This is an optimization exercise on Yosys and OpenROAD, whose aim is small area, not a production implementation. RTL that was checked went through simulation tests only; none was proved equivalent to the original. Power figures rest on the tool's default switching activity, not on a simulated workload.

Design alu, start of the top module:
module alu (
    input wire clk,
    input wire reset,
    input wire [3:0] opcode,
    input wire [15:0] operand_a,
    input wire [15:0] operand_b,
    output reg [15:0] result,
    output wire overflow_flag
);
Size in the first run: ~55 I/O pins.
clock: 6.5 ns
lec_check: 0
cap_margin: 20
core_margin: 2
core_utilization: 72
cts_buf_list: sky130_fd_sc_hd__clkbuf_4
gpl_timing_driven: 0
slew_margin: 20
synth_hierarchical: 1
synth_minimum_keep_size: 0
standard.sh (not shown) runs the stock make flow with config.mk's settings and CLKGATE_MAP_FILE= SYNTH_SCRIPT=/design/flow/synth_recipe.tcl, a recipe that flattens the netlist after the stock synthesis.
==> flow/flow/run.sh <==
#!/bin/bash
# Layout flow: the standard flow (standard.sh), with two changes:
#  - synthesis is the standard synthesis script, except that the final ABC
#    mapping uses an area-oriented script (flow/abc_area.script) instead of
#    ORFS's delay-oriented one; timing is then repaired by OpenROAD as usual.
#  - port buffers are sky130_fd_sc_hd__buf_1 instead of the default choice.
# Each tool's output goes to a log file in this folder.
set -euo pipefail
W=$(pwd)
ABC=$W/flow/abc_area.script
# synthesis script: ORFS synth.tcl with the abc script swapped
sed "s#^  log_cmd abc {\*}\$abc_args#  lset abc_args 1 $ABC\n  log_cmd abc {*}\$abc_args#" \
  "$FLOW_HOME/scripts/synth.tcl" > "$W/synth_area.tcl"
grep -q "lset abc_args 1" "$W/synth_area.tcl"
sed "s#^source .*synth.tcl\$#source $W/synth_area.tcl#" "$W/synth_recipe.tcl" > "$W/synth_recipe_area.tcl"
grep -q "synth_area.tcl" "$W/synth_recipe_area.tcl"
bash standard.sh SYNTH_SCRIPT="$W/synth_recipe_area.tcl" \
  BUFFER_PORTS_ARGS="-buffer_cell sky130_fd_sc_hd__buf_1" finish > "$W/standard.log" 2>&1
==> flow/flow/abc_area.script <==
&get -n
&st
&dc2
&dch -f
&nf -R 1000
&put
topo
stime -c
Edit:
--- a/flow/design.v
+++ b/flow/design.v
@@ -136,20 +136,20 @@
   wire as13 = ap13 ^ aG4_12;
   wire ac14 = aG4_13;
   wire as14 = ap14 ^ aG4_13;
   wire ac15 = aG4_14;
   wire as15 = ap15 ^ aG4_14;
   wire [16:0] sum = {aG4_15, as15, as14, as13, as12, as11, as10, as9, as8, as7, as6, as5, as4, as3, as2, as1, as0};
   wire [15:0] ap = {ap15, ap14, ap13, ap12, ap11, ap10, ap9, ap8, ap7, ap6, ap5, ap4, ap3, ap2, ap1, ap0};
   wire [15:0] ag = {ag15, ag14, ag13, ag12, ag11, ag10, ag9, ag8, ag7, ag6, ag5, ag4, ag3, ag2, ag1, ag0};
   wire [15:0] ac = {ac15, ac14, ac13, ac12, ac11, ac10, ac9, ac8, ac7, ac6, ac5, ac4, ac3, ac2, ac1, ac0};
+  wire        ovf = (operand_a[15] == bx[15]) & (sum[15] != operand_a[15]);
   wire        lt = ~sum[16];
-  wire        ovf = (operand_a[15] == bx[15]) & (xs[15] != operand_a[15]);
   assign overflow_flag = (opcode[3:1] == 3'b000) ? ovf :
                          (opcode == 4'b0100) ? lt : 1'b0;
   wire [15:0] mul;
   wire [15:0] onehot = 16'd1 << operand_b[3:0];
   wire [15:0] arev, mrev;
   genvar gi;
   generate for (gi = 0; gi < 16; gi = gi + 1) begin : g_rev
     assign arev[gi] = operand_a[15 - gi];
     assign mrev[gi] = mul[15 - gi];
@@ -639,23 +639,23 @@
   wire x207 = c130 ^ x206;
   wire x208 = x207 ^ c132;
   wire x209 = c156 ^ x208;
   wire [14:0] fsum = {c182, c180, c178, c176, c174, c172, c170, c168, c166, c164, c162, c160, c158, pp2_0, pp0_1} + {x209, s181, s179, s177, s175, s173, s171, s169, s167, s165, s163, s161, s159, s157, pp1_0};
   assign mul = {fsum[14], fsum[13], fsum[12], fsum[11], fsum[10], fsum[9], fsum[8], fsum[7], fsum[6], fsum[5], fsum[4], fsum[3], fsum[2], fsum[1], fsum[0], pp0_0};
   wire        op_arith = ~opcode[3] & ~opcode[2] & ~opcode[1];
   wire        sel_x = op_arith | (opcode == 4'b0101);
   wire        sel_mul = ~opcode[3] & opcode[1] & ~opcode[0];
   wire        sel_rev = (opcode == 4'b0111);
-  wire        sel_ag = (opcode == 4'b0011) | (opcode == 4'b0100);
+  wire        sel_and = (opcode == 4'b0011);
   wire        sel_or = (opcode == 4'b0100);
   wire [15:0] xs = ap ^ (ac & {16{op_arith}});
   wire [15:0] next = ({16{sel_x}} & xs) | ({16{sel_mul}} & mul) | ({16{sel_rev}} & mrev) |
-                     ({16{sel_ag}} & ag) | ({16{sel_or}} & operand_b);
+                     ({16{sel_and}} & ag) | ({16{sel_or}} & (operand_a | ~ap));
   always @(posedge clk or posedge reset) begin
     if (reset) begin
       result <= 16'h0000;
     end else begin
       result <= next;
     end
   end
 endmodule
 module fa_cell (input wire a, input wire b, input wire c, output wire s, output wire co);
=>
- The changed run produced a clean layout
- routed wire length came out higher by 2.2%
- via count came out higher by 3.8%
- utilization came out higher by 1.4 points
- die area came out higher by about 5%
- maximum frequency barely changes
- critical path depth came out higher by 3
- cell area came out higher by about 4.5%
- synthesized cell count came out higher by about 6%
- worst hold slack hardly moves
- setup slack loses 0.0062 ns
- final cell count came out higher by 5.8%
- first-iteration DRC count came out lower by about 28%
No run of this note included a check of the RTL's function; only the layout flow was run.

## nickel
alu, a different RTL version from the one above (not shown whole).
Size: roughly 610 cells after synthesis, roughly 16 flip-flops, roughly 55 I/O pins, roughly 5300 sq um of cells after synthesis.
Design alu, start of the top module:
module alu (
    input wire clk,
    input wire reset,
    input wire [3:0] opcode,
    input wire [15:0] operand_a,
    input wire [15:0] operand_b,
    output reg [15:0] result,
    output wire overflow_flag
);
clock: 6.5 ns
lec_check: 0
cap_margin: 20
core_margin: 2
core_utilization: 65
cts_buf_list: sky130_fd_sc_hd__clkbuf_4
gpl_timing_driven: 0
slew_margin: 20
synth_hierarchical: 1
synth_minimum_keep_size: 0
Scripts as last shown in full above: flow/flow/run.sh, flow/flow/abc_area.script
The inputs of onyx differ from those of nickel as listed below.
--- a/flow/design.v
+++ b/flow/design.v
@@ -120,52 +120,35 @@
   wire aG4_8 = aG3_8 | (aP3_8 & agc0);
   wire aG4_9 = aG3_9 | (aP3_9 & aG1_1);
   wire aG4_10 = aG3_10 | (aP3_10 & aG2_2);
   wire aG4_11 = aG3_11 | (aP3_11 & aG2_3);
   wire aG4_12 = aG3_12 | (aP3_12 & aG3_4);
   wire aG4_13 = aG3_13 | (aP3_13 & aG3_5);
   wire aG4_14 = aG3_14 | (aP3_14 & aG3_6);
   wire aG4_15 = aG3_15 | (aP3_15 & aG3_7);
-  wire ac0 = sub;
   wire as0 = ap0 ^ sub;
-  wire ac1 = agc0;
   wire as1 = ap1 ^ agc0;
-  wire ac2 = aG1_1;
   wire as2 = ap2 ^ aG1_1;
-  wire ac3 = aG2_2;
   wire as3 = ap3 ^ aG2_2;
-  wire ac4 = aG2_3;
   wire as4 = ap4 ^ aG2_3;
-  wire ac5 = aG3_4;
   wire as5 = ap5 ^ aG3_4;
-  wire ac6 = aG3_5;
   wire as6 = ap6 ^ aG3_5;
-  wire ac7 = aG3_6;
   wire as7 = ap7 ^ aG3_6;
-  wire ac8 = aG3_7;
   wire as8 = ap8 ^ aG3_7;
-  wire ac9 = aG4_8;
   wire as9 = ap9 ^ aG4_8;
-  wire ac10 = aG4_9;
   wire as10 = ap10 ^ aG4_9;
-  wire ac11 = aG4_10;
   wire as11 = ap11 ^ aG4_10;
-  wire ac12 = aG4_11;
   wire as12 = ap12 ^ aG4_11;
-  wire ac13 = aG4_12;
   wire as13 = ap13 ^ aG4_12;
-  wire ac14 = aG4_13;
   wire as14 = ap14 ^ aG4_13;
-  wire ac15 = aG4_14;
   wire as15 = ap15 ^ aG4_14;
   wire [16:0] sum = {aG4_15, as15, as14, as13, as12, as11, as10, as9, as8, as7, as6, as5, as4, as3, as2, as1, as0};
   wire [15:0] ap = {ap15, ap14, ap13, ap12, ap11, ap10, ap9, ap8, ap7, ap6, ap5, ap4, ap3, ap2, ap1, ap0};
   wire [15:0] ag = {ag15, ag14, ag13, ag12, ag11, ag10, ag9, ag8, ag7, ag6, ag5, ag4, ag3, ag2, ag1, ag0};
-  wire [15:0] ac = {ac15, ac14, ac13, ac12, ac11, ac10, ac9, ac8, ac7, ac6, ac5, ac4, ac3, ac2, ac1, ac0};
   wire        ovf = (operand_a[15] == bx[15]) & (sum[15] != operand_a[15]);
   wire        lt = ~sum[16];
   assign overflow_flag = (opcode[3:1] == 3'b000) ? ovf :
                          (opcode == 4'b0100) ? lt : 1'b0;
   wire [15:0] mul;
   wire [15:0] onehot = 16'd1 << operand_b[3:0];
   wire [15:0] arev, mrev;
   genvar gi;
@@ -655,30 +638,31 @@
   wire x204 = c88 ^ x202;
   wire x205 = x203 ^ x204;
   wire x206 = c90 ^ x205;
   wire x207 = c130 ^ x206;
   wire x208 = x207 ^ c132;
   wire x209 = c156 ^ x208;
   wire [14:0] fsum = {c182, c180, c178, c176, c174, c172, c170, c168, c166, c164, c162, c160, c158, pp2_0, pp0_1} + {x209, s181, s179, s177, s175, s173, s171, s169, s167, s165, s163, s161, s159, s157, pp1_0};
   assign mul = {fsum[14], fsum[13], fsum[12], fsum[11], fsum[10], fsum[9], fsum[8], fsum[7], fsum[6], fsum[5], fsum[4], fsum[3], fsum[2], fsum[1], fsum[0], pp0_0};
-  wire        op_arith = ~opcode[3] & ~opcode[2] & ~opcode[1];
-  wire        sel_x = op_arith | (opcode == 4'b0101);
-  wire        sel_mul = ~opcode[3] & opcode[1] & ~opcode[0];
-  wire        sel_rev = (opcode == 4'b0111);
-  wire        sel_and = (opcode == 4'b0011);
-  wire        sel_or = (opcode == 4'b0100);
-  wire [15:0] xs = ap ^ (ac & {16{op_arith}});
-  wire [15:0] next = ({16{sel_x}} & xs) | ({16{sel_mul}} & mul) | ({16{sel_rev}} & mrev) |
-                     ({16{sel_and}} & ag) | ({16{sel_or}} & (operand_a | ~ap));
   always @(posedge clk or posedge reset) begin
     if (reset) begin
       result <= 16'h0000;
     end else begin
-      result <= next;
+      case (opcode)
+        4'b0000: result <= sum[15:0];
+        4'b0001: result <= sum[15:0];
+        4'b0010: result <= mul;
+        4'b0011: result <= ag;
+        4'b0100: result <= ~ap | operand_a;
+        4'b0101: result <= ap;
+        4'b0110: result <= mul;
+        4'b0111: result <= mrev;
+        default: result <= 16'h0000;
+      endcase
     end
   end
 endmodule
 module fa_cell (input wire a, input wire b, input wire c, output wire s, output wire co);
   assign s = a ^ b ^ c;
   assign co = (a & b) | (a & c) | (b & c);
 endmodule
 module ha_cell (input wire a, input wire b, output wire s, output wire co);
Notes after the runs:
- Looking at the reports, onyx completed the entire flow and the layout it produced met the timing, design-rule and antenna checks.
- nickel and onyx ended up with nearly the same final cell area excluding filler cells.
- Delta (onyx minus nickel): simple-gate area share of the yosys netlist increased by 1.1 points relative to the old numbers; die area closely matched the old numbers; synthesis-to-layout area growth decreased by 0.37 points relative to the old numbers.
- Cmp nickel and onyx / part of the total power dissipated in the clock network / higher: onyx
- Diff nickel -> onyx | net count after synthesis | up slightly
- On count of flip-flops with a built-in enable after synthesis, onyx tracks nickel almost exactly.
- On setup slack, nickel beats onyx.
- Comparing final design utilization for nickel and onyx, the smaller number came from onyx.
- Compared with nickel, onyx shows largest driver fanout on the critical path higher by 3.
- onyx against nickel; post-detailed-placement half-perimeter wirelength is up slightly.
- When onyx is measured against nickel, its synthesized cell count turns out 10 higher.
- Wire length reported by the detailed router ends up lower on nickel.
No functional check of the RTL was part of nickel.

-- port drivers added, routing unchanged --
In the flow no input, the clock included, has a driving cell. The finished layouts below were timed again as built, in two steps. Step 1 (the two cells are an assumption about what drives the block):
set clk [get_ports {clk}]
set_driving_cell -lib_cell sky130_fd_sc_hd__clkbuf_16 $clk
set_driving_cell -lib_cell sky130_fd_sc_hd__buf_2 [delete_from_list [all_inputs] $clk]
Step 2 times the ports against the registers' clock, not the clock port: input delays grow and output delays shrink by t, the midpoint of the rising clock arrivals with the driver on. a / b / c = ideal ports / drivers / drivers and shift; a / b = the first two.
| run | shift t [ns] | slack for setup (ns) | hold WS [ns] | worst data-port slew with drivers (ns) | cell pins on the clock port's net |
|---|---|---|---|---|---|
| the first run of note 1 | 0.288 | 0.147 / 0.117 / -0.171 | 0.963 / 0.963 / 1.252 | 0.05 | 1 |
| the second run of note 1 | 0.305 | 0.141 / 0.134 / -0.171 | 0.964 / 0.965 / 1.270 | 0.05 | 1 |
| nickel | 0.309 | 0.159 / 0.159 / -0.150 | 0.961 / 0.956 / 1.265 | 0.04 | 1 |
| onyx | 0.310 | 0.127 / 0.130 / -0.180 | 0.954 / 0.953 / 1.264 | 0.05 | 1 |
With both steps, setup timing fails in every run listed, where it was met with ideal ports. For the first run of note 1, which loses most, drivers alone change the setup slack by -0.030 ns; drivers and shift together by -0.318 ns.
